Context: an optimization exercise on an open-source flow, tuned for small area, a short achievable clock period and few clock cycles. The choices shown serve that exercise and are no tape-out recipe. RTL that was checked went through simulation tests only; none was proved equivalent to the original. The RTL of runs 2, 3, 5 and 7 was laid out without a check of its function. No activity file was given, so power comes from the tool's default toggle rates.

[design/flow/design.v]
module risc_processor (
    input wire clk,reset,
    output wire [9:0] imem_addr,
    input wire [31:0] imem_data,
    output wire [9:0] dmem_addr,
    output wire [31:0] dmem_wdata,
    output wire dmem_we,
    input wire [31:0] dmem_rdata,
    output wire halted
);
reg  [9:0]  pc;
reg         halt_r;
reg  [31:0] xa, xb;           
reg  [9:0]  ximm;             
reg  [3:0]  xrd;              
reg         xwen;             
reg         xld, xst;         
reg         xcbr;             
reg  [1:0]  xbop;             
reg         xpred;            
reg  [9:0]  xalt;             
reg  [3:0]  xfn;              
reg  [31:0] rf [1:15];
assign imem_addr = pc;
assign halted    = halt_r;
wire [31:0] bx   = xb ^ {32{xfn == 4'd1}};
wire [31:0] sum  = xa + bx + {31'b0, xfn == 4'd1};
reg  [31:0] alu;
always @(*) begin
    case (xfn)
        4'd2:    alu = xa & xb;
        4'd3:    alu = xa ^ xb;
        4'd4:    alu = xa | xb;
        4'd5:    alu = ~xa;
        4'd6,
        4'd7:    alu = xb[0] ? {xa[30:0], 1'b0} : xa;
        4'd8:    alu = xb[0] ? {xa[31], xa[31:1]} : xa;
        4'd9:    alu = xb[0] ? {1'b0, xa[31:1]} : xa;
        default: alu = sum;
    endcase
end
wire [31:0] xres = xld ? dmem_rdata : alu;
assign dmem_addr  = xa[9:0] + ximm;
assign dmem_wdata = xb;
assign dmem_we    = xst;
wire azero = (xa == 32'd0);
wire taken = (xbop == 2'b01) ? xa[31] :
             (xbop == 2'b10) ? (~xa[31] & ~azero) : azero;
wire mispredict = xcbr & (taken != xpred);
always @(posedge clk)
    if (xwen) rf[xrd] <= xres;
wire [31:0] ins = imem_data;
wire [5:0]  op  = ins[31:26];
wire [3:0]  rs  = ins[24:21];
wire [3:0]  rt  = ins[19:16];
wire [3:0]  rd  = ins[14:11];
wire is_halt = (ins == 32'hFFFFFFFF);
wire is_r    = (op[5:4] == 2'b00);
wire is_i    = (op[5:4] == 2'b01);
wire is_mem  = (op[5:4] == 2'b10);
wire is_br   = (op[5:4] == 2'b11) & ~is_halt;
wire is_ld   = is_mem & ~op[1];
wire is_st   = is_mem & op[1];
wire is_bru  = is_br & (op[1:0] == 2'b00);
wire [3:0] dst = is_r ? rd : rt;
wire wr      = (is_r | is_i | is_ld) & (dst != 4'd0);
reg [3:0] fn;
always @(*) begin
    if (is_r)
        fn = ins[3:0] - 4'd1;
    else if (is_i)
        fn = (op[3:0] == 4'd10) ? 4'd0 : op[3:0];
    else
        fn = 4'd0;
end
wire [31:0] ra = (rs == 4'd0) ? 32'd0 : rf[rs];
wire [31:0] rb = (rt == 4'd0) ? 32'd0 : rf[rt];
wire fwa = xwen & (xrd == rs);
wire fwb = xwen & (xrd == rt);
wire [31:0] opa = fwa ? xres : ra;
wire [31:0] opb = is_i ? {{16{ins[15]}}, ins[15:0]} : (fwb ? xres : rb);
wire [9:0] pc1    = pc + 10'd1;
wire [9:0] target = pc1 + ins[9:0];
wire pred         = is_br & (is_bru | ins[15]);
wire issue = ~mispredict & ~halt_r;
always @(posedge clk) begin
    xa   <= opa;
    xb   <= opb;
    ximm <= ins[9:0];
    xrd  <= dst;
    xfn  <= fn;
    xbop <= op[1:0];
    xpred <= pred;
    xalt <= pred ? pc1 : target;
    if (reset) begin
        pc     <= 10'd0;
        halt_r <= 1'b0;
        xwen   <= 1'b0;
        xld    <= 1'b0;
        xst    <= 1'b0;
        xcbr   <= 1'b0;
    end else begin
        xwen <= issue & wr;
        xld  <= issue & is_ld;
        xst  <= issue & is_st;
        xcbr <= issue & is_br & ~is_bru;
        if (issue & is_halt)
            halt_r <= 1'b1;
        if (mispredict)
            pc <= xalt;
        else if (~halt_r & ~is_halt)
            pc <= pred ? target : pc1;
    end
end
endmodule
[design/flow/config.mk]
export PLATFORM = sky130hd
export DESIGN_NAME = risc_processor
export DESIGN_NICKNAME = risc_processor
export VERILOG_FILES = /design/flow/design.v
export SDC_FILE = /design/flow/constraint.sdc
export NUM_CORES = 4
export LEC_CHECK = 0
export CAP_MARGIN = 20
export CORE_MARGIN = 2
export CORE_UTILIZATION = 40
export PLACE_DENSITY = 0.6
export SLEW_MARGIN = 20
[design/flow/run.sh]
#!/bin/bash
# synth_recipe.tcl (not shown) runs the flow's synth.tcl, then flattens the netlist and writes it again
# the make line also repeats each setting of config.mk as NAME=value (left out here)
make -C /OpenROAD-flow-scripts/flow DESIGN_CONFIG=/design/flow/config.mk WORK_HOME=/design/flow/orfs CLKGATE_MAP_FILE= SYNTH_SCRIPT=/design/flow/synth_recipe.tcl finish
[design/flow/constraint.sdc]
create_clock -name core_clock -period 6.0 [get_ports {clk}]
set_input_delay 1.2000 -clock core_clock [delete_from_list [all_inputs] [get_ports {clk}]]
set_output_delay 1.2000 -clock core_clock [all_outputs]
set_load 0.01 [all_outputs]
==> summary.txt, run 1 <==
Status
  – Status: no timing/DRC/antenna violations

Timing
  – Final period util: 82.65%
  – Relative slew slack: 27.36%
  – Slew Limit Fails: 0
  – Final setup fails: 0
  – Fmax: 201.7 MHz
  – Clock Skews: 0.02746 ns
  – RSZ-0062 raised after global routing: false
  – Setup TNS: 0 ns
  – Fin. Hold Viols: 0
  – Final worst slack: 1.041 ns
  – Worst hold slack: 0.4340 ns
  – Minimum clock period: 4.959 ns
  – Worst-margin pin slew: 1.090 ns

Cells and area
  – Layout cells sized above 1: 17.99%
  – Cell area after layout: 0.03672 mm2
  – Fillers: 7,095
  – Layout area overhead: 13.34%
  – Multi-input gate area: 0.01474 mm2
  – Fin nets: 2,678
  – Antenna cells: 0
  – Final core occ: 45.66%
  – Register area: 0.01662 mm2

Global route
  – Initial antenna violation count: 0
  – Vias in the first global route: 22,430
  – All-Layer GR Usage: 24.13%
  – Grt ovf: 0
  – First-pass GRT wire length: 149,300 um
  – Largest net degree at the start of global routing: 154

Floorplanning
  – Die area: 0.08328 mm2
  – Row count: 104
  – Core ar.: 0.08042 mm2
  – Ports: 120
  – Starting Density: 40.28%
  – Die width: 288.6 um
  – Die Y: 288.6 um

Clock network
  – CTS tree: done
  – Setup bufs post-CTS: 0
  – Clk latency of the worst-skew pair: 0.63 ns
  – CTS Root Cell: clkbuf_16
  – # hold bufs at CTS: 0
  – Clk buf depth: 3
  – Htree depth: 2
  – CTS buffer count: 59
  – CTS clk-pin slew, worst paths: 0.06 ns
  – # clock sinks: 590
  – Post-CTS resize count: 0

Logic synthesis
  – Synth unique cells: 88
  – Avg Cell Area, Syn: 13.38 um2
  – Synth Instances: 2,422
  – Ys async rst share: 0%
  – Top_reg_cell synth: edfxtp_1
  – Post-synth EDFFs: 480
  – Synthesized cell area: 0.03239 mm2
  – Syn. warnings: 1
  – Post-synthesis sequential area ratio: 51.29%
  – Yosys reg bits: 590
  – Net count after synthesis: 2,610

Pwr
  – Gate power share: 25.6%
  – Internal power: 0.008176 W
  – Pwr/cell area: 325.5 mW/mm2
  – Largest vdd supply drop: 0.0002404 V
  – Sequential power share: 44.2%
  – Psw: 0.003776 W
  – Switch share: 31.59%
  – Clock share of power: 30.2%
  – Cell leakage power: 12.78 nW

Placement
  – Setup slack at placement: 1.178 ns
  – Post-DP HPWL: 64,480 um
  – Placer Congestion: 0.9629
  – PortBufs: 119
  – Placed Area: 0.03482 mm2

Critical path
  – Slowest stage cell, crit path: nor2_1
  – Largest fanout on the critical path: 26
  – Top delay family on crit path: simple AND/OR/NAND/NOR gates
  – CP arrival: 5.24 ns
  – Crit path launch type: flip-flop
  – Setup CP Type: flip-flop to flip-flop
  – Critical path's most frequent cell: xnor2_1
  – Crit. End Element: flip-flop
  – Worst EP required: 6.28 ns
  – CP peak stage delay: 0.80 ns
  – Worst path buffer plus inverter count: 2
  – Worst-path cell chain: nor4b_4 -> buf_4 -> xnor2_1 -> inv_1 -> fa_1 -> nand2b_1 -> a211oi_2 -> o211ai_1 -> a2111oi_0 -> nor3_1 -> xnor2_1 -> a21oi_1 -> nor2_1

Drt
  – Final antenna-violating net count: 0
  – DR vias: 22,440
  – WL final: 101,300 um
  – Vias per std cell: 6.232
  – DR DRC count: 0
  – WL/cell: 28.14 um
  – DR pass1 iterations: 6
  – Detailed Route Iter0 Violations: 2,254

Run
  – # Max-Cap Violations: 0

Hold path
  – Hold Path Class: flip-flop to flip-flop
## cell usage in the layout, fill, tap and decap left out, types with 18 or more instances in the layout
| cell | Yosys | final |
|---|---|---|
| a211oi_1 | 55 | 55 |
| a21o_1 | 26 | 26 |
| a21oi_1 | 140 | 140 |
| a221oi_1 | 26 | 26 |
| buf_4 | 3 | 57 |
| clkbuf_16 | 0 | 60 |
| clkdlybuf4s50_1 | 0 | 111 |
| clkinv_2 | 0 | 19 |
| dfxtp_1 | 110 | 110 |
| edfxtp_1 | 480 | 480 |
| ha_1 | 119 | 119 |
| inv_1 | 128 | 128 |
| mux2i_1 | 99 | 99 |
| mux4_2 | 242 | 242 |
| nand2_1 | 88 | 88 |
| nand3_1 | 34 | 34 |
| nand4_1 | 22 | 22 |
| nor2_1 | 185 | 172 |
| nor3_1 | 25 | 22 |
| o211ai_1 | 22 | 22 |
| o21ai_0 | 59 | 59 |
| o22ai_1 | 59 | 59 |
| xnor2_1 | 65 | 64 |
| xor2_1 | 19 | 18 |
## worst reg2reg max path: stages, from the launching register on
cell,delay [ns]
dfxtp_1,0.48
nor4b_4,0.31
buf_4,0.46
xnor2_1,0.23
inv_1,0.09
fa_1,0.39
nand2b_1,0.23
a211oi_2,0.30
o211ai_1,0.24
a2111oi_0,0.55
nor3_1,0.14
xnor2_1,0.23
a21oi_1,0.16
nor2_1,0.80
## final timing paths
path,endpoint,start,depth (start not counted),slack (ns)
hold / removal,pc[8],xalt[8],2,0.43
setup / recovery,rf[14][28],xfn[3],13,1.04
hold reg to reg,pc[8],xalt[8],2,0.43
setup reg to reg,rf[14][28],xfn[3],13,1.04
## cells by family after synthesis
logic type | Yosys count | synth area share [%]
compound gates | 529 | 11.15
flops | 590 | 51.29
mux | 353 | 20.30
buf+inv | 302 | 3.739
simple gates | 442 | 6.466
fa+ha+maj | 122 | 4.782
xor+xnor | 84 | 2.271
## routing by layer
| layer | routed length, um | part of all wire [%] | vias to the layer above | global-route usage [%] |
|---|---|---|---|---|
| met3 | 8176 | 8.1 | 166 | 3.910 |
| li1 | - | - | 9707 | - |
| met2 | 49080 | 48 | 1016 | 39.93 |
| met1 | 41330 | 41 | 11550 | 33.08 |
| met5 | 0 | 0 | - | 0 |
| met4 | 2724 | 2.7 | 0 | 6.598 |
## registers in the layout (all words and copies together) (netlist names), 2 cells and up
| register | cells |
|---|---|
| xa | 32 |
| xrd | 4 |
| xalt | 10 |
| rf | 480 |
| xb | 32 |
| ximm | 10 |
| pc | 10 |
| xfn | 4 |
| xbop | 2 |
## synth_stat cells, types with 8 or more instances
library cell | n | area (um2)
edfxtp_1 | 480 | 14410
mux4_2 | 242 | 5450
nor2_1 | 185 | 694.4
a21oi_1 | 140 | 700.7
inv_1 | 128 | 480.5
ha_1 | 119 | 1489
dfxtp_1 | 110 | 2202
clkbuf_1 | 102 | 382.9
mux2i_1 | 99 | 991.0
nand2_1 | 88 | 330.3
xnor2_1 | 65 | 569.3
o21ai_0 | 59 | 295.3
o22ai_1 | 59 | 369.1
a211oi_1 | 55 | 412.9
buf_2 | 46 | 230.2
nand3_1 | 34 | 170.2
a21o_1 | 26 | 195.2
a221oi_1 | 26 | 227.7
nor3_1 | 25 | 125.1
nand4_1 | 22 | 137.6
o211ai_1 | 22 | 165.2
buf_1 | 19 | 71.32
xor2_1 | 19 | 166.4
a22oi_1 | 16 | 120.1
nand2b_1 | 15 | 93.84
nor4_1 | 13 | 81.33
mux2_2 | 12 | 135.1
o21a_1 | 11 | 82.58
a2111oi_0 | 10 | 87.58
and3_1 | 10 | 62.56
or3_1 | 9 | 56.30
a31oi_1 | 8 | 50.05
o2bb2ai_1 | 8 | 70.07
o31ai_1 | 8 | 60.06
## power by group through the flow
stage / sequential, W / combinational (W) / clock (W)
finish: 0.00529 / 0.00306 / 0.00361
CTS: 0.00528 / 0.00301 / 0.00367
floorplan: 0.00528 / 0.00189 / 0
detailed placement: 0.00537 / 0.00300 / 0
global route: 0.00530 / 0.00330 / 0.00383
global placement: 0.00535 / 0.00293 / 0
## metrics by stage
stage / cells / total power, W
after floorplan: 2422 / 0.007172
after global placement: 3489 / 0.008285
after detailed placement: 3489 / 0.008363
after CTS: 3600 / 0.01196
after global routing: 3600 / 0.01244
final: 3600 / 0.01195
## area by class of cell
cell class | count | share of cell area (%)
multi-input cells | 1530 | 40.14
inverters | 130 | 1.329
clock inverters | 42 | 0.9371
clock buffers | 69 | 4.181
repair buffers | 179 | 4.546
flip-flops and latches | 590 | 45.25
well taps | 1060 | 3.612
Testbench counts, summed over its fixed seeds: cycles 30,735.
==> run 2, diff against run 1 <==
--- a/design/flow/design.v
+++ b/design/flow/design.v
@@ -10,8 +10,9 @@
 );
 reg  [9:0]  pc;
 reg         halt_r;
-reg  [31:0] xa, xb;           
-reg  [9:0]  ximm;             
+reg  [31:0] xa;               
+reg  [31:0] xb;               
+reg  [9:0]  xaddr;            
 reg  [3:0]  xrd;              
 reg         xwen;             
 reg         xld, xst;         
@@ -19,28 +20,22 @@
 reg  [1:0]  xbop;             
 reg         xpred;            
 reg  [9:0]  xalt;             
-reg  [3:0]  xfn;              
+reg         xsub, xadd, xand, xxor, xor_, xnot, xshl, xsra, xsrl, xpass;
 reg  [31:0] rf [1:15];
 assign imem_addr = pc;
 assign halted    = halt_r;
-wire [31:0] bx   = xb ^ {32{xfn == 4'd1}};
-wire [31:0] sum  = xa + bx + {31'b0, xfn == 4'd1};
-reg  [31:0] alu;
-always @(*) begin
-    case (xfn)
-        4'd2:    alu = xa & xb;
-        4'd3:    alu = xa ^ xb;
-        4'd4:    alu = xa | xb;
-        4'd5:    alu = ~xa;
-        4'd6,
-        4'd7:    alu = xb[0] ? {xa[30:0], 1'b0} : xa;
-        4'd8:    alu = xb[0] ? {xa[31], xa[31:1]} : xa;
-        4'd9:    alu = xb[0] ? {1'b0, xa[31:1]} : xa;
-        default: alu = sum;
-    endcase
-end
-wire [31:0] xres = xld ? dmem_rdata : alu;
-assign dmem_addr  = xa[9:0] + ximm;
+wire [31:0] sum = xa + xb + {31'b0, xsub};
+wire [31:0] xres = ({32{xld}}  & dmem_rdata)
+                 | ({32{xadd}} & sum)
+                 | ({32{xand}} & (xa & xb))
+                 | ({32{xxor}} & (xa ^ xb))
+                 | ({32{xor_}} & (xa | xb))
+                 | ({32{xnot}} & ~xa)
+                 | ({32{xshl}} & {xa[30:0], 1'b0})
+                 | ({32{xsra}} & {xa[31], xa[31:1]})
+                 | ({32{xsrl}} & {1'b0, xa[31:1]})
+                 | ({32{xpass}} & xa);
+assign dmem_addr  = xaddr;
 assign dmem_wdata = xb;
 assign dmem_we    = xst;
 wire azero = (xa == 32'd0);
@@ -68,8 +63,8 @@
 always @(*) begin
     if (is_r)
         fn = ins[3:0] - 4'd1;
-    else if (is_i)
-        fn = (op[3:0] == 4'd10) ? 4'd0 : op[3:0];
+    else if (is_i & (op[3:0] != 4'd10))
+        fn = op[3:0];
     else
         fn = 4'd0;
 end
@@ -79,19 +74,31 @@
 wire fwb = xwen & (xrd == rt);
 wire [31:0] opa = fwa ? xres : ra;
 wire [31:0] opb = is_i ? {{16{ins[15]}}, ins[15:0]} : (fwb ? xres : rb);
+wire sub = (fn == 4'd1);
+wire b0  = opb[0];
+wire addr_stall = is_mem & fwa;
 wire [9:0] pc1    = pc + 10'd1;
 wire [9:0] target = pc1 + ins[9:0];
 wire pred         = is_br & (is_bru | ins[15]);
-wire issue = ~mispredict & ~halt_r;
+wire issue = ~mispredict & ~halt_r & ~addr_stall;
 always @(posedge clk) begin
-    xa   <= opa;
-    xb   <= opb;
-    ximm <= ins[9:0];
-    xrd  <= dst;
-    xfn  <= fn;
-    xbop <= op[1:0];
+    xa    <= opa;
+    xb    <= opb ^ {32{sub}};
+    xaddr <= ra[9:0] + ins[9:0];
+    xrd   <= dst;
+    xbop  <= op[1:0];
     xpred <= pred;
-    xalt <= pred ? pc1 : target;
+    xalt  <= pred ? pc1 : target;
+    xsub  <= sub;
+    xadd  <= ((fn == 4'd0) | sub) & ~is_ld;
+    xand  <= (fn == 4'd2);
+    xxor  <= (fn == 4'd3);
+    xor_  <= (fn == 4'd4);
+    xnot  <= (fn == 4'd5);
+    xshl  <= ((fn == 4'd6) | (fn == 4'd7)) & b0;
+    xsra  <= (fn == 4'd8) & b0;
+    xsrl  <= (fn == 4'd9) & b0;
+    xpass <= (fn >= 4'd6) & (fn <= 4'd9) & ~b0;
     if (reset) begin
         pc     <= 10'd0;
         halt_r <= 1'b0;
@@ -108,7 +115,7 @@
             halt_r <= 1'b1;
         if (mispredict)
             pc <= xalt;
-        else if (~halt_r & ~is_halt)
+        else if (issue & ~is_halt)
             pc <= pred ? target : pc1;
     end
 end
--- a/design/flow/config.mk
+++ b/design/flow/config.mk
@@ -9,4 +9,5 @@
 export CORE_MARGIN = 2
 export CORE_UTILIZATION = 40
 export PLACE_DENSITY = 0.6
+export SETUP_SLACK_MARGIN = 3.3
 export SLEW_MARGIN = 20
==> summary.txt, run 2 <==
Floorplanning
  – Starting Density: 40.44%
  – Core ar.: 0.07900 mm2
  – Die width: 286.6 um
  – Die Y: 286.6 um
  – Ports: 120
  – Die area: 0.08214 mm2
  – Row count: 103

Drt
  – Detailed Route Iter0 Violations: 2,983
  – DR DRC count: 0
  – Final antenna-violating net count: 0
  – WL final: 114,200 um
  – DR vias: 24,420
  – Vias per std cell: 6.370
  – WL/cell: 29.80 um
  – DR pass1 iterations: 6

Logic synthesis
  – Synthesized cell area: 0.03194 mm2
  – Synth area leader: edfxtp_1
  – Yosys top cell area share: 45.12%
  – Top_reg_cell synth: edfxtp_1
  – Post-synth EDFFs: 480
  – Synth top area cells: edfxtp_1 (45%), mux4_2 (16%), dfxtp_1 (7.3%), mux2i_1 (4.1%), ha_1 (3.3%)
  – Ys async rst share: 0%
  – Synth Instances: 2,433
  – Post-synth top cells: edfxtp_1 (480), mux4_2 (221), a21oi_1 (166), nand2_1 (157), nor2_1 (155)
  – Top-count cell post-synth: edfxtp_1
  – Yosys reg bits: 596
  – Net count after synthesis: 2,588
  – Post-synthesis sequential area ratio: 52.39%
  – Syn. warnings: 1
  – Avg Cell Area, Syn: 13.13 um2
  – Synth unique cells: 81

Placement
  – Post-DP HPWL: 63,690 um
  – Placed Area: 0.03461 mm2
  – Cells after DPL: 3,485
  – PortBufs: 119
  – Placer Congestion: 0.8994

Timing
  – Clock Skews: 0.02301 ns
  – Fmax: 300.7 MHz
  – Final period util: 55.43%
  – Minimum clock period: 3.326 ns
  – Fin. Hold Viols: 0
  – Setup TNS: 0 ns
  – Worst-margin pin slew: 0.8544 ns
  – Slew Limit Fails: 0
  – Final setup fails: 0
  – RSZ-0062 raised after global routing: true
  – Relative slew slack: 43.04%

Global route
  – Largest net degree at the start of global routing: 55
  – Vias in the first global route: 23,960
  – Initial antenna violation count: 2
  – First-pass GRT wire length: 161,300 um
  – Grt ovf: 0
  – All-Layer GR Usage: 26.53%

Clock network
  – # hold bufs at CTS: 0
  – # clock sinks: 596
  – Clk latency of the worst-skew pair: 0.63 ns
  – Htree depth: 2
  – CTS Root Cell: clkbuf_16
  – CTS buffer count: 61
  – CTS clk-pin slew, worst paths: 0.06 ns
  – Clk buf depth: 3
  – CTS tree: done

Cells and area
  – Fin nets: 2,888
  – Layout cells sized above 1: 36.21%
  – Antenna cells: 0
  – Register with the most flip-flops: rf
  – Commonest non-fill, non-tap cell in the layout: edfxtp_1
  – Number of flip-flops in the largest register: 480
  – Regs by FF count: rf x480, xa x32, xb x32
  – Layout area overhead: 30.75%
  – Cell area after layout: 0.04177 mm2
  – Commonest non-fill, non-tap cells in the layout: edfxtp_1 (480), mux4_2 (221), buf_4 (160), nand2_1 (145), a21oi_1 (132)
  – Non-filler cells, final: 3,834

Pwr
  – Pwr/cell area: 320.1 mW/mm2
  – Largest vdd supply drop: 0.0002580 V
  – Cell leakage power: 14.99 nW

Status
  – Status: no timing/DRC/antenna violations

Critical path
  – Worst EP required: 6.51 ns
  – Largest fanout on the critical path: 5
  – CP arrival: 3.84 ns
  – Crit. End Element: flip-flop
  – Crit path launch type: input port
  – Setup CP Type: input port to flip-flop

Hold path
  – Hold Path Class: flip-flop to flip-flop

Run
  – # Max-Cap Violations: 0
## run 2: cell types whose count changed after synthesis, moves of 32 or more
cell      delta
nand2_1     +69
o21ai_0     +54
o22ai_1     -49
ha_1        -34
a211oi_1    -32
mux2i_1     +32
## run 2: cell families (layout without fill, tap and decap cells)
logic type	after synthesis	count (layout)	share of synthesized area (%)
adders and majority gates	89	89	3.580
AOI/OAI and AO/OA	531	538	10.96
xor gates and xnor gates	78	78	2.139
DFF	596	596	52.39
buffers and inverters	277	620	3.666
and+or+nand+nor	501	502	7.266
muxes	361	361	20.00
## run 2: report_power, final
| group | leakage, nW | switching [W] | total [W] | internal [W] |
|---|---|---|---|---|
| Clock | 0.944 | 0.00162 | 0.00372 | 0.00210 |
| Combinational | 8.70 | 0.00248 | 0.00439 | 0.00192 |
| Sequential | 5.34 | 0.000202 | 0.00526 | 0.00505 |
## run 2: what timing repair did
action                                  4_1_cts  5_1_grt
resized for setup                           496      229
endpoints found under the setup margin      578      464
setup buffers                               123       72
pin swaps                                   119      127
gates cloned                                 25       15
## run 2: per-layer routing
layer / part of all wire (%) / vias up / routed length [um] / track usage [%]
li1: - / 10200 / - / -
met1: 39 / 12440 / 44300 / 35.90
met2: 47 / 1491 / 53450 / 42.58
met3: 10 / 286 / 11980 / 5.477
met4: 3.9 / 6 / 4472 / 9.097
met5: 0.036 / - / 41 / 0
## run 2: final timing paths
kind | start | end | slack [ns] | depth (start not counted)
max | imem_data[23] | xaddr[8] | 2.67 | 16
min | xalt[3] | pc[3] | 0.43 | 2
max reg2reg | xsub | rf[10][24] | 2.79 | 14
min reg2reg | xalt[3] | pc[3] | 0.43 | 2
## run 2: layout make-up
cell class	count	area [um2]
repair inverters	3	20.02
clock buffers	84	1653
multi-input cells	1568	16610
flip-flops and latches	596	16880
well taps	1050	1314
clock inverters	30	291.5
fillers	6394	37230
inverters	103	436.7
repair buffers	400	4562
## run 2: critical path: stages
cell and delay [ns]:
buf_12 0.13, or2_4 0.27, o221ai_4 0.22, o21ai_2 0.11, a2111oi_4 0.34, ha_2 0.26
inv_2 0.04, fa_2 0.36, inv_2 0.07, a21oi_2 0.05, o21bai_1 0.19, a21o_1 0.14
a21o_1 0.13, a21o_1 0.13, a21oi_2 0.06, xnor2_1 0.13
## run 2: per-stage QoR
step	setup WS [ns]	power, W	hold WS (ns)	utilization [%]
4_1_cts	2.667	0.01277	0.4293	50.42
6_report	2.674	0.01337	0.4344	52.87
3_3_place_gp	1.286	0.008025	0.4226	43.81
5_1_grt	2.596	0.01379	0.4419	52.87
2_1_floorplan	2.170	0.007063	0.4174	-
3_5_place_dp	1.226	0.008097	0.4327	43.81
==> run 3, diff against run 2 <==
--- a/design/flow/config.mk
+++ b/design/flow/config.mk
@@ -9,5 +9,5 @@
 export CORE_MARGIN = 2
 export CORE_UTILIZATION = 40
 export PLACE_DENSITY = 0.6
-export SETUP_SLACK_MARGIN = 3.3
+export SETUP_SLACK_MARGIN = 3.7
 export SLEW_MARGIN = 20
==> summary.txt, run 3 <==
Logic synthesis
  – Synth area leader: edfxtp_1
  – Synth Instances: 2,433
  – Ys async rst share: 0%
  – Synth top area cells: edfxtp_1 (45%), mux4_2 (16%), dfxtp_1 (7.3%), mux2i_1 (4.1%), ha_1 (3.3%)
  – Post-synthesis sequential area ratio: 52.39%
  – Net count after synthesis: 2,588
  – Top_reg_cell synth: edfxtp_1
  – Syn. warnings: 1
  – Post-synth top cells: edfxtp_1 (480), mux4_2 (221), a21oi_1 (166), nand2_1 (157), nor2_1 (155)
  – Avg Cell Area, Syn: 13.13 um2
  – Yosys top cell area share: 45.12%
  – Top-count cell post-synth: edfxtp_1
  – Yosys reg bits: 596
  – Synthesized cell area: 0.03194 mm2
  – Post-synth EDFFs: 480
  – Synth unique cells: 81

Critical path
  – CP arrival: 3.89 ns
  – Crit. End Element: flip-flop
  – CP startpoint: imem_data[23]
  – Worst reg-to-reg path cell count: 14
  – R2r endpoint: xb[18]
  – Setup CP Type: input port to flip-flop
  – Worst Setup EP: xaddr[8]
  – Worst r2r src: xa[0]
  – Worst reg-to-reg setup slack: 2.78 ns
  – Largest fanout on the critical path: 3
  – Worst EP required: 6.52 ns
  – Crit path launch type: input port

Pwr
  – Largest vdd supply drop: 0.0002553 V
  – Pwr/cell area: 324.2 mW/mm2
  – Cell leakage power: 15.76 nW

Clock network
  – Htree depth: 2
  – CTS clk-pin slew, worst paths: 0.06 ns
  – Clk buf depth: 3
  – CTS Root Cell: clkbuf_16
  – # clock sinks: 596
  – CTS buffer count: 60
  – CTS tree: done
  – Clk latency of the worst-skew pair: 0.64 ns

Global route
  – First-pass GRT wire length: 166,100 um
  – Grt ovf: 0
  – Vias in the first global route: 24,740
  – All-Layer GR Usage: 27.44%
  – Largest net degree at the start of global routing: 54
  – Initial antenna violation count: 1

Cells and area
  – Non-filler cells, final: 3,923
  – Register with the most flip-flops: rf
  – Cell area after layout: 0.04349 mm2
  – Fin nets: 2,976
  – Layout area overhead: 36.14%
  – Number of flip-flops in the largest register: 480
  – Regs by FF count: rf x480, xa x32, xb x32
  – Layout cells sized above 1: 42.44%
  – Fillers: 6,178
  – Commonest non-fill, non-tap cells in the layout: edfxtp_1 (480), mux4_2 (221), buf_4 (182), buf_6 (139), nand2_1 (137)
  – Commonest non-fill, non-tap cell in the layout: edfxtp_1

Hold path
  – Hold Path Class: flip-flop to flip-flop

Floorplanning
  – Row count: 103
  – Die width: 286.6 um
  – Ports: 120
  – Die area: 0.08214 mm2
  – Starting Density: 40.44%
  – Core ar.: 0.07900 mm2
  – Die Y: 286.6 um

Status
  – Status: no timing/DRC/antenna violations

Timing
  – RSZ-0062 raised after global routing: true
  – Fin. Hold Viols: 0
  – Slew Limit Fails: 0
  – Clock Skews: 0.02215 ns
  – Worst-margin pin slew: 0.8801 ns
  – Final period util: 56.21%
  – Setup TNS: 0 ns
  – Relative slew slack: 41.33%
  – Minimum clock period: 3.373 ns
  – Final setup fails: 0
  – Fmax: 296.5 MHz
  – Final worst slack: 2.627 ns

Placement
  – Placer Congestion: 0.9114
  – Cells after DPL: 3,483
  – Placed Area: 0.03491 mm2
  – Post-DP HPWL: 63,470 um
  – Setup slack at placement: 1.401 ns
  – PortBufs: 119

Drt
  – Vias per std cell: 6.372
  – DR pass1 iterations: 7
  – Detailed Route Iter0 Violations: 3,566
  – WL/cell: 29.72 um
  – Final antenna-violating net count: 0
  – DR vias: 25,000
  – DR DRC count: 0
  – WL final: 116,600 um

Run
  – # Max-Cap Violations: 0
run 3: cell counts after synthesis:
No cell type changed its count.
run 3: final cells by class:
type | instances | area, um2 | area share (%)
clock buffer | 74 | 1647 | 3.786
inverter | 103 | 457.9 | 1.053
tap | 1050 | 1314 | 3.021
timing repair inverter | 1 | 7.507 | 0.01726
timing repair buffer | 491 | 5831 | 13.41
multi-input combinational | 1568 | 16820 | 38.68
clock inverter | 39 | 452.9 | 1.042
antenna | 1 | 2.502 | 0.005754
sequential | 596 | 16950 | 38.99
run 3: worst max-delay path, cell delays in order:
cell,delay (ns)
buf_12,0.10
buf_12,0.12
or2_4,0.25
o221ai_4,0.21
o21ai_2,0.10
a2111oi_4,0.36
ha_2,0.26
inv_2,0.04
fa_2,0.34
inv_2,0.06
a21oi_2,0.05
o21bai_1,0.19
a21o_1,0.14
a21o_1,0.13
a21o_1,0.14
a21oi_2,0.06
xnor2_1,0.12
run 3: logic make-up (layout without fill, tap and decap cells):
family          Yosys count  in the layout  synth area share (%)
simple gates            501            503                 7.266
other cells               0              1                     0
buf+inv                 277            708                 3.666
compound gates          531            537                 10.96
mux                     361            361                 20.00
flops                   596            596                 52.39
xor+xnor                 78             78                 2.139
fa+ha+maj                89             89                 3.580
run 3: metrics by stage:
stage	utilization [%]	hold slack [ns]	power (W)
4_1_cts	53.04	0.4296	0.01348
6_report	55.05	0.4365	0.01410
5_1_grt	55.05	0.4490	0.01452
2_1_floorplan	-	0.4174	0.007201
3_3_place_gp	44.19	0.4239	0.008126
3_5_place_dp	44.19	0.4305	0.008202
run 3: worst min-delay path by stage:
stage | startpoint | end | slack (ns) | depth (start not counted)
6_report | xalt[4] | pc[4] | 0.44 | 2
2_1_floorplan | xalt[7] | pc[7] | 0.42 | 2
3_3_place_gp | xalt[2] | pc[2] | 0.42 | 2
3_5_place_dp | xalt[6] | pc[6] | 0.43 | 2
5_1_grt | xalt[2] | pc[2] | 0.45 | 2
4_1_cts | xalt[6] | pc[6] | 0.43 | 2
run 3: repair_timing:
action | 4_1_cts | 5_1_grt
pin swaps | 120 | 127
resized for setup | 830 | 215
buffers inserted | 210 | 70
cloned | 40 | 6
setup endpoints to repair | 805 | 638
hold buffers | 0 | 0
run 3: metal layers:
| layer | global-route usage [%] | vias up | routed length (um) | share of wire [%] |
|---|---|---|---|---|
| met5 | 0 | - | 0 | 0 |
| met4 | 8.927 | 0 | 3848 | 3.3 |
| met3 | 4.388 | 266 | 11460 | 9.8 |
| met2 | 45.27 | 1475 | 56460 | 48 |
| met1 | 37.11 | 12860 | 44830 | 38 |
| li1 | - | 10400 | - | - |
run 3: where the power goes:
part | internal, W | switching, W | leakage [nW] | total, W
Combinational | 0.00227 | 0.00258 | 9.37 | 0.00485
Sequential | 0.00506 | 0.000199 | 5.35 | 0.00526
Clock | 0.00233 | 0.00166 | 1.03 | 0.00399
Total | 0.00966 | 0.00444 | 15.8 | 0.0141
==> run 4, diff against run 3 <==
--- a/design/flow/design.v
+++ b/design/flow/design.v
@@ -24,9 +24,10 @@
 reg  [31:0] rf [1:15];
 assign imem_addr = pc;
 assign halted    = halt_r;
-wire [31:0] sum = xa + xb + {31'b0, xsub};
+wire [31:0] sum = xa + xb;
 wire [31:0] xres = ({32{xld}}  & dmem_rdata)
                  | ({32{xadd}} & sum)
+                 | ({32{xsub}} & ~sum)
                  | ({32{xand}} & (xa & xb))
                  | ({32{xxor}} & (xa ^ xb))
                  | ({32{xor_}} & (xa | xb))
@@ -68,29 +69,31 @@
     else
         fn = 4'd0;
 end
+wire fwa = xwen & (xrd == rs);
+wire fwb = xwen & (xrd == rt);
 wire [31:0] ra = (rs == 4'd0) ? 32'd0 : rf[rs];
 wire [31:0] rb = (rt == 4'd0) ? 32'd0 : rf[rt];
-wire fwa = xwen & (xrd == rs);
-wire fwb = xwen & (xrd == rt);
 wire [31:0] opa = fwa ? xres : ra;
 wire [31:0] opb = is_i ? {{16{ins[15]}}, ins[15:0]} : (fwb ? xres : rb);
 wire sub = (fn == 4'd1);
 wire b0  = opb[0];
 wire addr_stall = is_mem & fwa;
+wire [9:0] addr = ra[9:0] + ins[9:0];
 wire [9:0] pc1    = pc + 10'd1;
-wire [9:0] target = pc1 + ins[9:0];
+wire [10:0] tgt1  = {pc, 1'b1} + {ins[9:0], 1'b1};  
+wire [9:0] target = tgt1[10:1];
 wire pred         = is_br & (is_bru | ins[15]);
 wire issue = ~mispredict & ~halt_r & ~addr_stall;
 always @(posedge clk) begin
-    xa    <= opa;
-    xb    <= opb ^ {32{sub}};
-    xaddr <= ra[9:0] + ins[9:0];
+    xa    <= opa ^ {32{sub}};
+    xb    <= opb;
+    xaddr <= addr;
     xrd   <= dst;
     xbop  <= op[1:0];
     xpred <= pred;
     xalt  <= pred ? pc1 : target;
     xsub  <= sub;
-    xadd  <= ((fn == 4'd0) | sub) & ~is_ld;
+    xadd  <= (fn == 4'd0) & ~is_ld;
     xand  <= (fn == 4'd2);
     xxor  <= (fn == 4'd3);
     xor_  <= (fn == 4'd4);
--- a/design/flow/config.mk
+++ b/design/flow/config.mk
@@ -9,5 +9,6 @@
 export CORE_MARGIN = 2
 export CORE_UTILIZATION = 40
 export PLACE_DENSITY = 0.6
-export SETUP_SLACK_MARGIN = 3.7
+export SETUP_SLACK_MARGIN = 3.0
 export SLEW_MARGIN = 20
+export TNS_END_PERCENT = 5
==> summary.txt, run 4 <==
Floorplanning
  – Core ar.: 0.07759 mm2
  – Die Y: 284.3 um
  – Die width: 284.3 um
  – Row count: 102
  – Die area: 0.08085 mm2
  – Starting Density: 40.51%
  – Ports: 120

Placement
  – Placed Area: 0.03399 mm2
  – Placer Congestion: 0.9523
  – Post-DP HPWL: 61,390 um
  – PortBufs: 119

Logic synthesis
  – Net count after synthesis: 2,487
  – Synth Instances: 2,333
  – Post-synth top cells: edfxtp_1 (480), mux4_2 (201), a21oi_1 (189), nand2_1 (125), mux2i_1 (123)
  – Synthesized cell area: 0.03144 mm2
  – Synth area leader: edfxtp_1
  – Synth unique cells: 78
  – Post-synth EDFFs: 480
  – Top-count cell post-synth: edfxtp_1
  – Top_reg_cell synth: edfxtp_1
  – Yosys reg bits: 596
  – Yosys top cell area share: 45.85%
  – Synth top area cells: edfxtp_1 (46%), mux4_2 (14%), dfxtp_1 (7.4%), mux2i_1 (3.9%), ha_1 (3.4%)
  – Ys async rst share: 0%
  – Avg Cell Area, Syn: 13.47 um2
  – Post-synthesis sequential area ratio: 53.24%
  – Syn. warnings: 1

Clock network
  – Clk latency of the worst-skew pair: 0.63 ns
  – CTS buffer count: 58
  – CTS tree: done
  – # clock sinks: 596
  – CTS clk-pin slew, worst paths: 0.06 ns
  – Clk buf depth: 3
  – Htree depth: 2
  – # hold bufs at CTS: 0
  – CTS Root Cell: clkbuf_16

Critical path
  – CP arrival: 3.91 ns
  – Worst EP required: 6.55 ns
  – Crit path launch type: input port
  – Crit. End Element: flip-flop
  – Setup CP Type: input port to flip-flop
  – Largest fanout on the critical path: 6

Global route
  – Vias in the first global route: 22,140
  – First-pass GRT wire length: 146,500 um
  – Largest net degree at the start of global routing: 71
  – Grt ovf: 0
  – Initial antenna violation count: 2
  – All-Layer GR Usage: 24.18%

Cells and area
  – Number of flip-flops in the largest register: 480
  – Fin nets: 2,661
  – Commonest non-fill, non-tap cell in the layout: edfxtp_1
  – Register with the most flip-flops: rf
  – Commonest non-fill, non-tap cells in the layout: edfxtp_1 (480), mux4_2 (201), a21oi_1 (171), buf_4 (128), mux2i_1 (121)
  – Cell area after layout: 0.03754 mm2
  – Layout area overhead: 19.40%
  – Regs by FF count: rf x480, xa x32, xb x32
  – Layout cells sized above 1: 27.11%

Timing
  – Worst-margin pin slew: 0.9994 ns
  – Final setup fails: 0
  – Fin. Hold Viols: 0
  – Minimum clock period: 3.358 ns
  – Fmax: 297.8 MHz
  – Clock Skews: 0.02641 ns
  – Slew Limit Fails: 0
  – RSZ-0062 raised after global routing: true
  – Final period util: 55.96%
  – Worst hold slack: 0.4638 ns
  – Relative slew slack: 33.17%
  – Setup TNS: 0 ns

Drt
  – WL final: 100,900 um
  – WL/cell: 28.08 um
  – DR pass1 iterations: 9
  – Final antenna-violating net count: 0
  – DR vias: 22,450
  – DR DRC count: 0
  – Detailed Route Iter0 Violations: 2,725
  – Vias per std cell: 6.245

Pwr
  – Cell leakage power: 13.10 nW
  – Pwr/cell area: 324.3 mW/mm2
  – Largest vdd supply drop: 0.0002585 V

Run
  – # Max-Cap Violations: 0

Status
  – Status: no timing/DRC/antenna violations

Hold path
  – Hold Path Class: flip-flop to flip-flop
[run 4: changes by cell type after synthesis, moves of 15 or more]
cell / change
mux2_2: +66
nor2_1: -40
nand2_1: -32
a22oi_1: +30
a21oi_1: +23
o221ai_1: -22
mux4_2: -20
o21ai_0: -19
xnor2_1: +19
buf_4: -15
[run 4: stage by stage]
step | utilization (%) | worst slack [ns] | cells | power (W)
after floorplan | - | 2.080 | 2333 | 0.007000
after global placement | 43.80 | 1.391 | 3393 | 0.007933
after detailed placement | 43.80 | 1.286 | 3394 | 0.008016
after CTS | 47.53 | 2.645 | 3553 | 0.01198
after global routing | 48.37 | 2.551 | 3594 | 0.01260
final | 48.37 | 2.642 | 3594 | 0.01217
[run 4: path summary, 6_finish.rpt]
| check | from | endpoint | slack [ns] | cells after the start |
|---|---|---|---|---|
| worst min-delay path | xalt[8] | pc[8] | 0.46 | 2 |
| worst max-delay path | imem_data[21] | xaddr[8] | 2.64 | 13 |
| worst max register to register | xa[18] | xst | 2.72 | 10 |
| worst min register to register | xalt[8] | pc[8] | 0.46 | 2 |
[run 4: area by class of cell]
cell class	instances	area, um2
well taps	1040	1301
clock inverters	23	247.7
diodes	1	2.502
flip-flops and latches	596	16830
multi-input cells	1477	14400
clock buffers	83	1635
inverters	94	380.4
fillers	6816	40060
repair buffers	280	2739
[run 4: power breakdown]
group          total, W  switching, W  internal [W]
logic           0.00321       0.00186       0.00135
clock network   0.00365       0.00159       0.00207
registers       0.00532      0.000224       0.00509
total            0.0122       0.00367       0.00851
[run 4: cell families (layout without fill, tap and decap cells)]
| group | count (synthesis) | in the layout | synth area share, % |
|---|---|---|---|
| flops | 596 | 596 | 53.24 |
| compound gates | 519 | 519 | 10.62 |
| mux | 399 | 399 | 21.00 |
| simple gates | 378 | 378 | 5.532 |
| buf+inv | 260 | 480 | 3.439 |
| xor+xnor | 93 | 93 | 2.591 |
| fa+ha+maj | 88 | 88 | 3.574 |
| other cells | 0 | 1 | 0 |
[run 4: timing repair]
action,in CTS,in global routing
gates resized for setup,116,101
setup endpoints to repair,473,468
pin swaps,25,40
setup buffers,46,39
cloned,7,1
[run 4: metal layers]
metal / vias up / GRT usage, % / wire length [um]
met4: 0 / 7.618 / 3085
li1: 9520 / - / -
met3: 182 / 3.981 / 8243
met1: 11590 / 32.77 / 41050
met2: 1154 / 39.82 / 48550
met5: - / 0 / 0
[run 4: worst max-delay path: stages]
cell and delay, ns:
clkbuf_16 0.14, mux4_2 0.51, mux4_2 0.54, ha_4 0.20, fa_2 0.36, a21oi_2 0.14, nor2_1 0.05, nor2_1 0.13
o21bai_1 0.12, a21oi_2 0.16, o21bai_1 0.09, a21oi_2 0.13, xnor2_1 0.12
Testbench counts of run 4, summed over its fixed seeds: cycles 31,508.
==> run 5, diff against run 4 <==
--- a/design/flow/design.v
+++ b/design/flow/design.v
@@ -71,8 +71,16 @@
 end
 wire fwa = xwen & (xrd == rs);
 wire fwb = xwen & (xrd == rt);
-wire [31:0] ra = (rs == 4'd0) ? 32'd0 : rf[rs];
-wire [31:0] rb = (rt == 4'd0) ? 32'd0 : rf[rt];
+reg  [31:0] ra, rb;
+integer i;
+always @(*) begin
+    ra = 32'd0;
+    rb = 32'd0;
+    for (i = 1; i < 16; i = i + 1) begin
+        ra = ra | ({32{rs == i}} & rf[i]);
+        rb = rb | ({32{rt == i}} & rf[i]);
+    end
+end
 wire [31:0] opa = fwa ? xres : ra;
 wire [31:0] opb = is_i ? {{16{ins[15]}}, ins[15:0]} : (fwb ? xres : rb);
 wire sub = (fn == 4'd1);
==> summary.txt, run 5 <==
Critical path
  – CP startpoint: xsra
  – CP arrival: 3.82 ns
  – Crit. End Element: flip-flop
  – Worst r2r src: xsra
  – Slowest stage cell, crit path: a211oi_1
  – Setup CP Type: flip-flop to flip-flop
  – CP peak stage delay: 1.27 ns
  – Crit path launch type: flip-flop
  – Largest fanout on the critical path: 18
  – Top delay family on crit path: compound AO/OA/AOI/OAI gates
  – Worst EP required: 6.24 ns
  – Worst-path cell chain: or2_1 -> a222oi_1 -> o211ai_1 -> a211oi_1 -> nand2_4
  – Worst path buffer plus inverter count: 0

Cells and area
  – Layout area overhead: 20.97%
  – Fin nets: 2,836
  – Register area: 0.01678 mm2
  – Commonest non-fill, non-tap cell in the layout: edfxtp_1
  – Multi-input gate area: 0.01256 mm2
  – Layout cells sized above 1: 17.35%
  – Regs by FF count: rf x480, xa x32, xb x32
  – Fillers: 6,240
  – Number of flip-flops in the largest register: 480
  – Commonest non-fill, non-tap cells in the layout: edfxtp_1 (480), a22oi_1 (297), buf_4 (139), nand2_1 (108), nand3_1 (106)
  – Final core occ: 48.87%
  – Register with the most flip-flops: rf

Logic synthesis
  – Post-synth top cells: edfxtp_1 (480), a22oi_1 (298), clkbuf_1 (126), nand2_1 (119), dfxtp_1 (116)
  – Post-synthesis sequential area ratio: 56.78%
  – Synth unique cells: 81
  – Top-count cell post-synth: edfxtp_1
  – Yosys reg bits: 596
  – Ys async rst share: 0%
  – Synth top area cells: edfxtp_1 (49%), dfxtp_1 (7.9%), a22oi_1 (7.6%), ha_1 (3.6%), a222oi_1 (3.2%)
  – Avg Cell Area, Syn: 11.75 um2
  – Net count after synthesis: 2,662
  – Synthesized cell area: 0.02947 mm2
  – Post-synth EDFFs: 480
  – Yosys top cell area share: 48.90%
  – Synth Instances: 2,508
  – Synth area leader: edfxtp_1
  – Syn. warnings: 1
  – Top_reg_cell synth: edfxtp_1

Clock network
  – Clk buf depth: 3
  – CTS buffer count: 60
  – CTS Root Cell: clkbuf_16
  – Htree depth: 2
  – # hold bufs at CTS: 0
  – Clk latency of the worst-skew pair: 0.63 ns
  – # clock sinks: 596
  – CTS tree: done
  – CTS clk-pin slew, worst paths: 0.07 ns

Timing
  – Final setup fails: 0
  – Fin. Hold Viols: 0
  – Slew Limit Fails: 5
  – Worst-margin pin slew: 1.643 ns
  – RSZ-0062 raised after global routing: true
  – Clock Skews: 0.02344 ns
  – Fmax: 279.7 MHz
  – Setup TNS: 0 ns
  – Final period util: 59.59%
  – Relative slew slack: -10.16%
  – Minimum clock period: 3.576 ns

Global route
  – Largest net degree at the start of global routing: 37
  – All-Layer GR Usage: 30.69%
  – First-pass GRT wire length: 170,300 um
  – Initial antenna violation count: 6
  – Vias in the first global route: 24,870
  – Grt ovf: 0

Floorplanning
  – Die area: 0.07587 mm2
  – Die width: 275.5 um
  – Die Y: 275.5 um
  – Starting Density: 40.40%
  – Core ar.: 0.07296 mm2
  – Ports: 120
  – Row count: 99

Placement
  – Placer Congestion: 0.9510
  – Post-DP HPWL: 72,410 um
  – PortBufs: 119

Drt
  – DR DRC count: 0
  – Detailed Route Iter0 Violations: 5,163
  – Vias per std cell: 6.949
  – DR pass1 iterations: 11
  – WL final: 120,300 um
  – WL/cell: 32.59 um
  – DR vias: 25,660
  – Final antenna-violating net count: 0

Hold path
  – Hold Path Class: flip-flop to flip-flop
  – Hold path start: xalt[6]

Pwr
  – Cell leakage power: 12.48 nW
  – Pwr/cell area: 344.0 mW/mm2
  – Largest vdd supply drop: 0.0002680 V
  – Overall Power: 0.01226 W

Status
  – Blocking Checks: max-capacitance violations, max-slew violations
  – Status: finished with violations

Run
  – # Max-Cap Violations: 1
-- run 5: metal layers --
layer	up-vias	wire, um	GRT usage, %
li1	10360	-	-
met1	12400	43770	39.58
met2	2357	53090	47.59
met3	537	16360	8.639
met4	10	6996	14.88
met5	-	120	0
-- run 5: what timing repair did --
action                                  4_1_cts  5_1_grt
pin swaps                                    35       33
endpoints found under the setup margin      464      483
gates cloned                                  4        2
setup buffers                                65       22
resized for setup                           145       91
-- run 5: kinds of logic (layout without fill, tap and decap cells) --
logic type,Yosys count,after routing,share of synthesized area [%]
XOR/XNOR,97,97,2.908
flip-flops,596,596,56.78
multiplexers,63,63,2.186
adder cells (fa/ha/maj),88,88,3.812
AND/OR/NAND/NOR,574,580,9.755
AO/OA/AOI/OAI,818,818,20.80
buffers and inverters,272,490,3.757
other,0,2,0
-- run 5: cell type report --
cell class	instances	area share, %
Inverter	90	0.9826
Antenna cell	2	0.01404
Multi-Input combinational cell	1646	35.23
Tap cell	959	3.365
Clock inverter	38	1.070
Clock buffer	74	4.594
Timing Repair Buffer	288	7.671
Sequential cell	596	47.07
-- run 5: tightest hold or removal path, delay by kind of cell, from the launching register on --
kind	cells	cell delay, ns
AND/OR/NAND/NOR	1	0.08
flip-flops	1	0.31
multiplexers	1	0.06
-- run 5: worst paths after layout --
path | to | slack [ns] | cells past startpoint
max reg2reg | rf[15][30] | 2.42 | 5
max | rf[15][30] | 2.42 | 5
min reg2reg | pc[6] | 0.47 | 2
min | pc[6] | 0.47 | 2
-- run 5: per-stage QoR --
stage               hold slack [ns]  setup WS [ns]  instances  instance area (um2)
floorplan                    0.4365          2.208       2508                29680
global placement             0.4434         0.8406       3486                32150
detailed placement           0.4586         0.7791       3486                32150
CTS                          0.4720          2.614       3667                35090
global route                 0.4965          2.465       3691                35650
finish                       0.4740          2.424       3693                35650
-- run 5: power by group --
group | total [W] | internal (W) | switching [W] | leakage, nW
registers | 0.00539 | 0.00513 | 0.000267 | 5.34
logic | 0.00304 | 0.00111 | 0.00193 | 6.15
clock network | 0.00383 | 0.00221 | 0.00162 | 0.993
==> run 6, diff against run 5 <==
--- a/design/flow/design.v
+++ b/design/flow/design.v
@@ -1,3 +1,6 @@
+module add10 (input wire [9:0] a, b, output wire [9:0] s);
+assign s = a + b;
+endmodule
 module risc_processor (
     input wire clk,reset,
     output wire [9:0] imem_addr,
@@ -71,22 +74,15 @@
 end
 wire fwa = xwen & (xrd == rs);
 wire fwb = xwen & (xrd == rt);
-reg  [31:0] ra, rb;
-integer i;
-always @(*) begin
-    ra = 32'd0;
-    rb = 32'd0;
-    for (i = 1; i < 16; i = i + 1) begin
-        ra = ra | ({32{rs == i}} & rf[i]);
-        rb = rb | ({32{rt == i}} & rf[i]);
-    end
-end
+wire [31:0] ra = (rs == 4'd0) ? 32'd0 : rf[rs];
+wire [31:0] rb = (rt == 4'd0) ? 32'd0 : rf[rt];
 wire [31:0] opa = fwa ? xres : ra;
 wire [31:0] opb = is_i ? {{16{ins[15]}}, ins[15:0]} : (fwb ? xres : rb);
 wire sub = (fn == 4'd1);
 wire b0  = opb[0];
 wire addr_stall = is_mem & fwa;
-wire [9:0] addr = ra[9:0] + ins[9:0];
+wire [9:0] addr;
+add10 addr_add (.a(ra[9:0]), .b(ins[9:0]), .s(addr));
 wire [9:0] pc1    = pc + 10'd1;
 wire [10:0] tgt1  = {pc, 1'b1} + {ins[9:0], 1'b1};  
 wire [9:0] target = tgt1[10:1];
--- a/design/flow/config.mk
+++ b/design/flow/config.mk
@@ -8,7 +8,10 @@
 export CAP_MARGIN = 20
 export CORE_MARGIN = 2
 export CORE_UTILIZATION = 40
+export CTS_BUF_LIST = sky130_fd_sc_hd__clkbuf_8
 export PLACE_DENSITY = 0.6
 export SETUP_SLACK_MARGIN = 3.0
 export SLEW_MARGIN = 20
+export SYNTH_HIERARCHICAL = 1
+export SYNTH_MINIMUM_KEEP_SIZE = 0
 export TNS_END_PERCENT = 5
==> summary.txt, run 6 <==
Status
  – Status: no timing/DRC/antenna violations

Drt
  – Detailed Route Iter0 Violations: 2,763
  – DR DRC count: 0
  – DR pass1 iterations: 9
  – Final antenna-violating net count: 0
  – DR vias: 23,830
  – WL/cell: 27.72 um
  – WL final: 105,900 um
  – Vias per std cell: 6.239

Global route
  – All-Layer GR Usage: 24.78%
  – Largest net degree at the start of global routing: 74
  – Busiest grt layer: met2
  – Met2 Resource Use GR: 41.03%
  – Initial antenna violation count: 3
  – Grt ovf: 0
  – Global routing usage on met1: 32.89%
  – First-pass GRT wire length: 153,400 um
  – Met3 global-route usage: 3.677%
  – Vias in the first global route: 23,520

Logic synthesis
  – Synth area leader: edfxtp_1
  – Ys async rst share: 0%
  – Syn. warnings: 7
  – Avg Cell Area, Syn: 12.84 um2
  – Synthesized cell area: 0.03249 mm2
  – Synth unique cells: 83
  – Post-Synth XOR/XNOR Area: 2.075%
  – Post-synthesis mux area share: 19.61%
  – Top-count cell post-synth: edfxtp_1
  – Synth Area in Adders: 3.458%
  – Main combinational cell family by area after synthesis: multiplexers
  – Compound-gate portion of the synthesized area: 12.28%
  – Net count after synthesis: 2,685
  – Top_reg_cell synth: edfxtp_1
  – Post-synth top cells: edfxtp_1 (480), mux4_2 (185), nor2_1 (174), a21oi_1 (156), inv_1 (131)
  – Yosys top cell area share: 44.36%
  – Post-synth EDFFs: 480
  – Synth Instances: 2,531
  – Post-synthesis sequential area ratio: 51.50%
  – Synth top area cells: edfxtp_1 (44%), mux4_2 (13%), dfxtp_1 (7.1%), mux2i_1 (3.9%), ha_1 (3.3%)
  – Post-Synth Simple-Gate Area: 7.096%
  – Yosys reg bits: 596

Cells and area
  – Layout area overhead: 17.23%
  – Register with the most flip-flops: rf
  – Regs by FF count: rf x480, xa x32, xb x32
  – Number of flip-flops in the largest register: 480
  – Fin nets: 2,831
  – Layout cells sized above 1: 25.16%
  – Commonest non-fill, non-tap cell in the layout: edfxtp_1
  – Cell area after layout: 0.03810 mm2
  – Commonest non-fill, non-tap cells in the layout: edfxtp_1 (480), mux4_2 (185), inv_1 (165), nor2_1 (155), a21oi_1 (148)

Critical path
  – Worst reg-to-reg path cell count: 9
  – Crit path launch type: flip-flop
  – CP arrival: 3.82 ns
  – Crit. End Element: flip-flop
  – Largest fanout on the critical path: 17
  – Worst EP required: 6.61 ns
  – Setup CP Type: flip-flop to flip-flop

Timing
  – Relative slew slack: 27.72%
  – Final period util: 53.58%
  – Slew Limit Fails: 0
  – Worst-margin pin slew: 1.078 ns
  – Final setup fails: 0
  – Fmax: 311.0 MHz
  – Fin. Hold Viols: 0
  – Minimum clock period: 3.215 ns
  – Clock Skews: 0.05220 ns
  – RSZ-0062 raised after global routing: true
  – Final worst slack: 2.785 ns
  – Setup TNS: 0 ns

Floorplanning
  – Die area: 0.08353 mm2
  – Die width: 289.0 um
  – Die Y: 289.0 um
  – Row count: 104
  – Starting Density: 40.41%
  – Core ar.: 0.08042 mm2
  – Ports: 120

Placement
  – Placed Area: 0.03492 mm2
  – Placer Congestion: 0.9146
  – Setup slack at placement: 1.409 ns
  – Post-DP HPWL: 67,010 um
  – PortBufs: 119

Pwr
  – Cell leakage power: 13.48 nW
  – Largest vdd supply drop: 0.0001983 V
  – Pwr/cell area: 325.9 mW/mm2

Clock network
  – Clk latency of the worst-skew pair: 0.74 ns
  – Htree depth: 3
  – Clk buf depth: 3
  – CTS Root Cell: clkbuf_8
  – CTS tree: done
  – # clock sinks: 596
  – CTS clk-pin slew, worst paths: 0.07 ns
  – CTS buffer count: 96

Hold path
  – Hold Crit Depth: 2
  – Hold Path Class: flip-flop to flip-flop

Run
  – # Max-Cap Violations: 0
[run 6: cell count changes in the layout (fill, tap and decap cells not counted), sizes merged, moves of 55 or more]
cell,before,now
a21oi,88,157
a22oi,298,52
buf,174,117
inv,94,173
mux2,8,83
mux2i,55,127
mux4,0,185
nand3,107,52
nor2,115,174
[run 6: final timing paths]
check,startpoint,to,slack [ns]
worst max-delay path,xa[14],xst,2.79
worst min-delay path,xalt[1],pc[1],0.47
worst max register to register,xa[14],xst,2.79
worst min register to register,xalt[1],pc[1],0.47
[run 6: what timing repair did]
item / CTS / global route
endpoints found under the setup margin: 520 / 453
gates resized for setup: 111 / 100
pin swaps: 10 / 31
hold buffers: 0 / 0
buffers inserted: 20 / 24
cloned: 2 / 3
[run 6: metrics by stage]
step / total power [W] / utilization [%] / std cells / hold WS, ns
2_1_floorplan: 0.007313 / - / 2531 / 0.4365
3_3_place_gp: 0.008429 / 43.43 / 3590 / 0.4385
3_5_place_dp: 0.008508 / 43.43 / 3590 / 0.4550
4_1_cts: 0.01222 / 46.58 / 3791 / 0.4707
5_1_grt: 0.01289 / 47.37 / 3819 / 0.5110
6_report: 0.01241 / 47.37 / 3820 / 0.4727
[run 6: cells by family (layout without fill, tap and decap cells)]
| group | count (synthesis) | in the layout |
|---|---|---|
| other | 0 | 2 |
| flip-flops | 596 | 596 |
| AND/OR/NAND/NOR | 490 | 491 |
| AO/OA/AOI/OAI | 565 | 565 |
| adder cells (fa/ha/maj) | 88 | 88 |
| multiplexers | 395 | 395 |
| buffers and inverters | 320 | 546 |
| XOR/XNOR | 77 | 77 |
[run 6: cell type report]
type	instances	area, um2
clock inverter	76	486.7
multi-input combinational	1616	15250
sequential	596	16790
inverter	134	519.2
clock buffer	103	1418
fill	7049	42320
tap	1060	1326
antenna	2	5.005
timing repair buffer	233	2295
[run 6: worst max-delay path, cell delays in order, from the launching register on]
cell	delay, ns
dfxtp_2	0.38
nor4_1	0.72
nand4_1	0.17
nor2_1	0.35
mux2i_1	0.24
mux2i_1	0.11
xnor2_1	0.15
nand2_2	0.34
nand2_1	0.26
nor4b_1	0.40
[run 6: routing by layer]
layer / routed length [um] / vias up / share of wire, %
li1: - / 10280 / -
met2: 51150 / 1172 / 48
met5: 0 / - / 0
met3: 8409 / 229 / 7.9
met4: 3687 / 0 / 3.5
met1: 42660 / 12150 / 40
[run 6: modules after synthesis, one instance, submodules excluded]
| module | cells inside | area, um2 | copies in the design |
|---|---|---|---|
| add10 | 51 | 385.4 | 1 |
| risc_processor | 2480 | 32110 | 1 |
[run 6: power by group]
group          total (W)  leakage (nW)  switching [W]  internal (W)
Combinational    0.00353          7.05        0.00217       0.00136
Sequential       0.00540          5.31       0.000234       0.00516
Clock            0.00349          1.11        0.00167       0.00182
Total             0.0124          13.5        0.00408       0.00834
Testbench counts of run 6, summed over its fixed seeds: cycles 31,508.
==> run 7, diff against run 6 <==
--- a/design/flow/design.v
+++ b/design/flow/design.v
@@ -28,9 +28,7 @@
 assign imem_addr = pc;
 assign halted    = halt_r;
 wire [31:0] sum = xa + xb;
-wire [31:0] xres = ({32{xld}}  & dmem_rdata)
-                 | ({32{xadd}} & sum)
-                 | ({32{xsub}} & ~sum)
+wire [31:0] xoth = ({32{xld}}  & dmem_rdata)
                  | ({32{xand}} & (xa & xb))
                  | ({32{xxor}} & (xa ^ xb))
                  | ({32{xor_}} & (xa | xb))
@@ -39,6 +37,7 @@
                  | ({32{xsra}} & {xa[31], xa[31:1]})
                  | ({32{xsrl}} & {1'b0, xa[31:1]})
                  | ({32{xpass}} & xa);
+wire [31:0] xres = ({32{xadd}} & sum) | ({32{xsub}} & ~sum) | xoth;
 assign dmem_addr  = xaddr;
 assign dmem_wdata = xb;
 assign dmem_we    = xst;
@@ -76,10 +75,20 @@
 wire fwb = xwen & (xrd == rt);
 wire [31:0] ra = (rs == 4'd0) ? 32'd0 : rf[rs];
 wire [31:0] rb = (rt == 4'd0) ? 32'd0 : rf[rt];
-wire [31:0] opa = fwa ? xres : ra;
-wire [31:0] opb = is_i ? {{16{ins[15]}}, ins[15:0]} : (fwb ? xres : rb);
 wire sub = (fn == 4'd1);
-wire b0  = opb[0];
+wire [31:0] imm = {{16{ins[15]}}, ins[15:0]};
+wire fa_p = fwa & ((xadd & ~sub) | (xsub & sub));
+wire fa_n = fwa & ((xsub & ~sub) | (xadd & sub));
+wire fa_o = fwa & ~xadd & ~xsub;
+wire [31:0] xa_d = ({32{fa_p}} & sum) | ({32{fa_n}} & ~sum)
+                 | ({32{fa_o}} & (xoth ^ {32{sub}}))
+                 | ({32{~fwa}} & (ra ^ {32{sub}}));
+wire fb   = fwb & ~is_i;
+wire [31:0] xb_d = ({32{fb & xadd}} & sum) | ({32{fb & xsub}} & ~sum)
+                 | ({32{fb}} & xoth)
+                 | ({32{~fwb & ~is_i}} & rb)
+                 | ({32{is_i}} & imm);
+wire b0  = is_i ? ins[0] : (fwb ? xres[0] : rb[0]);
 wire addr_stall = is_mem & fwa;
 wire [9:0] addr;
 add10 addr_add (.a(ra[9:0]), .b(ins[9:0]), .s(addr));
@@ -89,8 +98,8 @@
 wire pred         = is_br & (is_bru | ins[15]);
 wire issue = ~mispredict & ~halt_r & ~addr_stall;
 always @(posedge clk) begin
-    xa    <= opa ^ {32{sub}};
-    xb    <= opb;
+    xa    <= xa_d;
+    xb    <= xb_d;
     xaddr <= addr;
     xrd   <= dst;
     xbop  <= op[1:0];
--- a/design/flow/config.mk
+++ b/design/flow/config.mk
@@ -8,7 +8,6 @@
 export CAP_MARGIN = 20
 export CORE_MARGIN = 2
 export CORE_UTILIZATION = 40
-export CTS_BUF_LIST = sky130_fd_sc_hd__clkbuf_8
 export PLACE_DENSITY = 0.6
 export SETUP_SLACK_MARGIN = 3.0
 export SLEW_MARGIN = 20
==> summary.txt, run 7 <==
Status
  – Status: no timing/DRC/antenna violations

Global route
  – Vias in the first global route: 23,660
  – First-pass GRT wire length: 160,600 um
  – Met2 Resource Use GR: 41.79%
  – Initial antenna violation count: 2
  – All-Layer GR Usage: 25.52%
  – Global routing usage on met1: 35.08%
  – Grt ovf: 0
  – Largest net degree at the start of global routing: 71
  – Met3 global-route usage: 3.722%
  – Busiest grt layer: met2

Logic synthesis
  – Post-synth top cells: edfxtp_1 (480), mux4_2 (204), mux2i_1 (159), nand2_1 (150), nor2_1 (145)
  – Yosys top cell area share: 44.09%
  – Net count after synthesis: 2,706
  – Top_reg_cell synth: edfxtp_1
  – Ys async rst share: 0%
  – Synthesized cell area: 0.03269 mm2
  – Synth Instances: 2,552
  – Yosys reg bits: 596
  – Syn. warnings: 7
  – Post-synth EDFFs: 480
  – Synth area leader: edfxtp_1
  – Synth top area cells: edfxtp_1 (44%), mux4_2 (14%), dfxtp_1 (7.1%), mux2i_1 (4.9%), ha_1 (3.3%)
  – Synth unique cells: 74
  – Avg Cell Area, Syn: 12.81 um2
  – Post-synthesis sequential area ratio: 51.19%
  – Top-count cell post-synth: edfxtp_1

Timing
  – Fin. Hold Viols: 0
  – Setup TNS: 0 ns
  – Clock Skews: 0.02339 ns
  – Final period util: 55.65%
  – RSZ-0062 raised after global routing: true
  – Fmax: 299.5 MHz
  – Slew Limit Fails: 0
  – Final setup fails: 0
  – Relative slew slack: 25.52%
  – Minimum clock period: 3.339 ns
  – Worst-margin pin slew: 1.116 ns

Clock network
  – CTS clk-pin slew, worst paths: 0.07 ns
  – Clk buf depth: 3
  – CTS Root Cell: clkbuf_16
  – CTS tree: done
  – Htree depth: 2
  – # clock sinks: 596
  – CTS buffer count: 60
  – Clk latency of the worst-skew pair: 0.65 ns

Drt
  – Final antenna-violating net count: 0
  – DR DRC count: 0
  – DR pass1 iterations: 7
  – WL final: 109,300 um
  – Detailed Route Iter0 Violations: 2,957
  – DR vias: 24,070
  – WL/cell: 28.82 um
  – Vias per std cell: 6.345

Pwr
  – Cell leakage power: 13.65 nW
  – Largest vdd supply drop: 0.0002467 V
  – Overall Power: 0.01277 W
  – Pwr/cell area: 330.2 mW/mm2

Critical path
  – Worst EP required: 6.54 ns
  – Crit. End Element: flip-flop
  – CP arrival: 3.88 ns
  – Largest fanout on the critical path: 16
  – Crit path launch type: flip-flop
  – Setup CP Type: flip-flop to flip-flop
  – Worst reg-to-reg path cell count: 10

Cells and area
  – Layout area overhead: 18.31%
  – Register with the most flip-flops: rf
  – Commonest non-fill, non-tap cells in the layout: edfxtp_1 (480), mux4_2 (204), mux2i_1 (156), nand2_1 (139), nor2_1 (135)
  – Layout cells sized above 1: 24.30%
  – Fin nets: 2,838
  – Number of flip-flops in the largest register: 480
  – Final core occ: 47.94%
  – Regs by FF count: rf x480, xa x32, xb x32
  – Antenna cells: 0
  – Commonest non-fill, non-tap cell in the layout: edfxtp_1

Floorplanning
  – Die area: 0.08403 mm2
  – Die Y: 289.9 um
  – Core ar.: 0.08068 mm2
  – Starting Density: 40.52%
  – Ports: 120
  – Row count: 104
  – Die width: 289.9 um

Hold path
  – Hold Path Class: flip-flop to flip-flop
  – Hold Crit Depth: 2

Run
  – # Max-Cap Violations: 0

Placement
  – PortBufs: 119
  – Placer Congestion: 0.9264
  – Post-DP HPWL: 69,910 um
==> run 7: cell count changes after synthesis, moves of 20 or more <==
| cell | delta |
|---|---|
| a22oi_1 | -20 |
| nand2_1 | +48 |
| nor3_1 | +32 |
| a21oi_1 | -24 |
| nor2_1 | -29 |
| mux2i_1 | +32 |
| mux2_2 | -49 |
| o21ai_0 | +41 |
==> run 7: what timing repair did <==
action,in CTS,in global routing
pin swaps,32,23
buffers inserted,43,10
gates resized for setup,172,70
gates cloned,8,0
hold buffers,0,0
setup endpoints to repair,480,502
==> run 7: cells by family after synthesis <==
logic type	count (synthesis)	share of synthesized area, %
AND/OR/NAND/NOR	521	7.421
buffers and inverters	312	3.747
multiplexers	396	20.06
flip-flops	596	51.19
XOR/XNOR	62	1.661
adder cells (fa/ha/maj)	88	3.437
AO/OA/AOI/OAI	577	12.48
==> run 7: where the power goes <==
part	internal (W)	switching [W]	total [W]	leakage, nW
clock network	0.00219	0.00164	0.00383	0.965
logic	0.00141	0.00220	0.00360	7.36
registers	0.00512	0.000225	0.00534	5.33
==> run 7: area by class of cell <==
cell class                      count  area, um2
Fill cell                        7016      42000
Sequential cell                   596      16820
Multi-Input combinational cell   1646      15570
Timing Repair Buffer              257       2506
Clock buffer                       75       1633
Tap cell                         1060       1326
Inverter                          123      461.7
Clock inverter                     36      355.3
==> run 7: through the flow <==
stage	instances	hold slack (ns)	cell area, um2	setup slack [ns]
floorplan	2552	0.4365	32700	1.993
global placement	3621	0.4430	35180	1.223
detailed placement	3621	0.4535	35180	1.140
CTS	3783	0.4664	38350	2.673
global route	3793	0.4874	38680	2.593
finish	3793	0.4675	38680	2.661
==> run 7: path summary, 6_finish.rpt <==
path / start / end / slack (ns)
setup / recovery: xa[0] / xcbr / 2.66
setup reg to reg: xa[0] / xcbr / 2.66
hold / removal: xalt[7] / pc[7] / 0.47
hold reg to reg: xalt[7] / pc[7] / 0.47
==> run 7: routing by layer <==
metal | up-vias | routed length, um
met5 | - | 0
met4 | 0 | 3855
met3 | 208 | 9530
met2 | 1241 | 51730
met1 | 12250 | 44200
li1 | 10370 | -
==> run 7: modules after synthesis (local to each module, per instance) <==
module          copies in the design  flip-flops and latches
risc_processor                     1                     596
add10                              1                       0
==> run 7: worst max-delay path, cell delays in order (launching register included) <==
cell and delay [ns]:
dfxtp_4 0.36, buf_4 0.14, nor4_2 0.50, nand4_1 0.27
nor2_1 0.24, mux2i_1 0.10, mux2i_1 0.42, xnor2_1 0.17
nand2_2 0.32, nand3b_1 0.34, nor4b_1 0.37

[port drivers added, routing unchanged]
How much do the figures lean on ideal ports? The routed layouts below were timed once more, with nothing changed but the port constraints. Step 1 sets driving cells, clkbuf_16 on the clock port and buf_2 on the other inputs (assumed; they add their load-dependent delay and slew). Step 2, shift: input delay + t, output delay - t, t = (earliest + latest rising clock arrival at the registers) / 2. This alone moves slack from input paths to output paths. a / b / c = no drivers / after step 1 / after step 2; a / b = the first two.
run	t, ns	slack for setup (ns)	pins driven straight from the clock port
run 1	0.681	1.041 / 1.041 / 1.041	1
run 2	0.684	2.674 / 2.525 / 1.841	1
run 3	0.695	2.627 / 2.563 / 1.868	1
run 4	0.680	2.642 / 2.453 / 1.773	1
run 5	0.682	2.424 / 2.424 / 1.791	1
run 6	0.770	2.785 / 2.728 / 1.958	1
run 7	0.698	2.661 / 2.504 / 1.806	1
For run 4, which loses most, drivers alone change the setup slack by -0.189 ns; drivers and shift together by -0.869 ns.
